Background: an optimization exercise with open tools, aiming at small area and a short achievable clock period. Do not read the settings as production practice. Function was checked by simulation only, so behaviour that the tests miss may differ from the original.

==> inputs of build 5 <==
## digital_front_end
module digital_front_end (
    input wire clk,
    input wire rst,
    input wire [15:0] adc_data_i,
    input wire [15:0] adc_data_q,
    input wire adc_valid,
    input wire [3:0] filter_config,   
    input wire dc_offset_en,
    output reg [31:0] dfe_out,
    output reg dfe_valid
);
clock: 18.0 ns
lec_check: 0
cap_margin: 60
core_margin: 2
core_utilization: 40
slew_margin: 60
synth_hierarchical: 1
synth_minimum_keep_size: 0
standard.sh (not shown) runs the stock make flow with config.mk's settings and CLKGATE_MAP_FILE= SYNTH_SCRIPT=/design/flow/synth_recipe.tcl, a recipe that flattens the netlist after the stock synthesis.
==> flow/flow/run.sh <==
#!/bin/bash
# Own layout flow: the standard ORFS layout (standard.sh, unchanged synthesis, floorplan,
# placement, CTS and routing), with only one difference: ORFS's timing repair is asked to keep a
# setup margin of MARGIN ns below the design's clock period (SETUP_SLACK_MARGIN), so that it
# sizes and buffers the logic for a shorter achieved period. The SDC (clock period, I/O delays,
# loads) is the design's, untouched.
set -euo pipefail
MARGIN=$(cat flow/margin.txt)
bash standard.sh "SETUP_SLACK_MARGIN=${MARGIN}" finish > flow_make.log 2>&1
==> flow/flow/margin.txt <==
13
==> inputs of build 94, as changes to build 5 <==
==> flow/run.sh (new file) <==
#!/bin/bash
# synth_recipe.tcl (not shown) runs the flow's synth.tcl, then flattens the netlist and writes it again
# the make line also repeats each setting of config.mk as NAME=value (left out here)
make -C /OpenROAD-flow-scripts/flow DESIGN_CONFIG=/design/flow/config.mk WORK_HOME=/design/flow/orfs CLKGATE_MAP_FILE= SYNTH_SCRIPT=/design/flow/synth_recipe.tcl finish
removed: flow/flow/run.sh
removed: flow/flow/margin.txt
removed: flow/standard.sh
==> summary.txt <==
| item | build 5 | build 94 |
|---|---|---|
| Status | no timing/DRC/antenna violations | no timing/DRC/antenna violations |
| Count of buffers added by post-CTS timing repair for setup | 52 | 0 |
| Launching point of the worst reg2reg path | b_i[10][0]$_DFFE_PP0P_ | b_q[10][0]$_DFFE_PP0P_ |
| Least setup slack across all paths after layout | 12.74 ns | 11.88 ns |
| Net count, final | 9413 | 9181 |
| Post-Place Worst Slack | 11.03 ns | 11.46 ns |
| Pin count of the biggest net entering global routing | 91 | 95 |
| Cells after DPL | 9178 | 9160 |
| Final clock-cell share | 0.0344 | 0.0360 |
| Non-clock buffer instance count of the final layout | 511 | 280 |
| NonClk Buf Share | 0.0500 | 0.0266 |
| Global-route met1 utilization | 0.413 | 0.388 |
| Antenna diodes | 10 | 8 |
| DRT iter0 DRCs | 5905 | 5600 |

* * *

==> inputs of run E <==
Another version of the RTL of digital_front_end (not shown whole).
Settings: LEC_CHECK=0, CAP_MARGIN=20, CORE_MARGIN=2, CORE_UTILIZATION=60, SLEW_MARGIN=20, SYNTH_HIERARCHICAL=1, SYNTH_MINIMUM_KEEP_SIZE=0; clock period 18.0 ns.
==> flow/flow/run.sh <==
#!/bin/bash
# Own layout flow: the standard ORFS layout (standard.sh, unchanged synthesis, floorplan,
# placement, CTS and routing), with only one difference: ORFS's timing repair is asked to keep a
# setup margin of MARGIN ns below the design's clock period (SETUP_SLACK_MARGIN), so that it
# sizes and buffers the logic for a shorter achieved period. The SDC (clock period, I/O delays,
# loads) is the design's, untouched.
set -euo pipefail
MARGIN=$(cat flow/margin.txt)
bash standard.sh "SETUP_SLACK_MARGIN=${MARGIN}" finish > flow_make.log 2>&1
==> flow/flow/margin.txt <==
13
==> run B (differences from run E) <==
==> flow/run.sh (new file) <==
#!/bin/bash
# synth_recipe.tcl (not shown) runs the flow's synth.tcl, then flattens the netlist and writes it again
# the make line also repeats each setting of config.mk as NAME=value (left out here)
make -C /OpenROAD-flow-scripts/flow DESIGN_CONFIG=/design/flow/config.mk WORK_HOME=/design/flow/orfs CLKGATE_MAP_FILE= SYNTH_SCRIPT=/design/flow/synth_recipe.tcl finish
--- a/flow/config.mk
+++ b/flow/config.mk
@@ -6,8 +6,8 @@
 export NUM_CORES = 4
 export LEC_CHECK = 0
-export CAP_MARGIN = 20
+export CAP_MARGIN = 60
 export CORE_MARGIN = 2
-export CORE_UTILIZATION = 60
-export SLEW_MARGIN = 20
+export CORE_UTILIZATION = 40
+export SLEW_MARGIN = 60
 export SYNTH_HIERARCHICAL = 1
 export SYNTH_MINIMUM_KEEP_SIZE = 0
removed: flow/flow/run.sh
removed: flow/flow/margin.txt
removed: flow/standard.sh
==> run M (differences from run E) <==
--- a/flow/config.mk
+++ b/flow/config.mk
@@ -6,8 +6,8 @@
 export NUM_CORES = 4
 export LEC_CHECK = 0
-export CAP_MARGIN = 20
+export CAP_MARGIN = 60
 export CORE_MARGIN = 2
-export CORE_UTILIZATION = 60
-export SLEW_MARGIN = 20
+export CORE_UTILIZATION = 40
+export SLEW_MARGIN = 60
 export SYNTH_HIERARCHICAL = 1
 export SYNTH_MINIMUM_KEEP_SIZE = 0
==> run K (differences from run E) <==
--- a/flow/config.mk
+++ b/flow/config.mk
@@ -6,8 +6,8 @@
 export NUM_CORES = 4
 export LEC_CHECK = 0
-export CAP_MARGIN = 20
+export CAP_MARGIN = 60
 export CORE_MARGIN = 2
 export CORE_UTILIZATION = 60
-export SLEW_MARGIN = 20
+export SLEW_MARGIN = 60
 export SYNTH_HIERARCHICAL = 1
 export SYNTH_MINIMUM_KEEP_SIZE = 0
==> qor summary <==
|  | run E | run M | run K | run B |
|---|---|---|---|---|
| Met1 capacity usage during global routing | 60.9% | 39.6% | 60.5% | 40.4% |
| Sequential cell area | 0.0218 sq mm | 0.0220 sq mm | 0.0220 sq mm | 0.0217 sq mm |
| Cell count of the worst reg-to-reg path | 8 | 10 | 16 | 17 |
| Result of the run | no timing/DRC/antenna violations | no timing/DRC/antenna violations | no timing/DRC/antenna violations | no timing/DRC/antenna violations |
| Post-layout instance area | 0.103 sq mm | 0.107 sq mm | 0.104 sq mm | 0.103 sq mm |
| Met2 Track Usage GR | 58.0% | 46.5% | 57.9% | 43.2% |
| Final instance count without filler cells | 8428 | 9581 | 8468 | 9317 |
| Worst flop-to-flop path endpoint | pc_q[17] | pc_i[15] | acc_q[23] | acc_i[23] |
| Share of post-route cells with drive strength above 1 | 23.6% | 28.3% | 26.3% | 20.8% |
| Peak per-stage delay on the critical path | 0.53 ns | 0.52 ns | 0.55 ns | 0.49 ns |
| Pin count of the biggest net entering global routing | 195 | 98 | 89 | 91 |
| Final layout net count | 9300 | 9450 | 9330 | 9185 |

## port drivers added, routing unchanged
No port has a modelled driver above. Below, the same layouts with a new extraction and two added sets of constraints. Step 1 (the two cells are an assumption about what drives the block):
set clk [get_ports {clk}]
set_driving_cell -lib_cell sky130_fd_sc_hd__clkbuf_16 $clk
set_driving_cell -lib_cell sky130_fd_sc_hd__buf_2 [delete_from_list [all_inputs] $clk]
Step 2 moves the port delays by t, midway between the first and last clock arrival at a register: inputs arrive t later, outputs are due t later. That takes back most of the time a late clock gives input paths. Three values: no drivers, after step 1, after step 2; two values: the first two.
| run | t, ns | slack for setup (ns) | worst data-port slew with drivers (ns) |
|---|---|---|---|
| build 5 | 0.839 | 12.744 / 12.744 / 12.189 | 0.18 |
| build 94 | 0.856 | 11.884 / 11.884 / 11.306 | 0.06 |
| run E | 0.766 | 12.989 / 12.908 / 12.301 | 0.06 |
| run B | 0.851 | 12.288 / 12.210 / 11.477 | 0.16 |
| run M | 0.861 | 12.934 / 12.839 / 12.171 | 0.08 |
| run K | 0.809 | 12.977 / 12.886 / 12.235 | 0.06 |
After both steps setup and hold are still met in every run listed. For run B, which loses most, drivers alone change the setup slack by -0.078 ns; drivers and shift together by -0.811 ns.
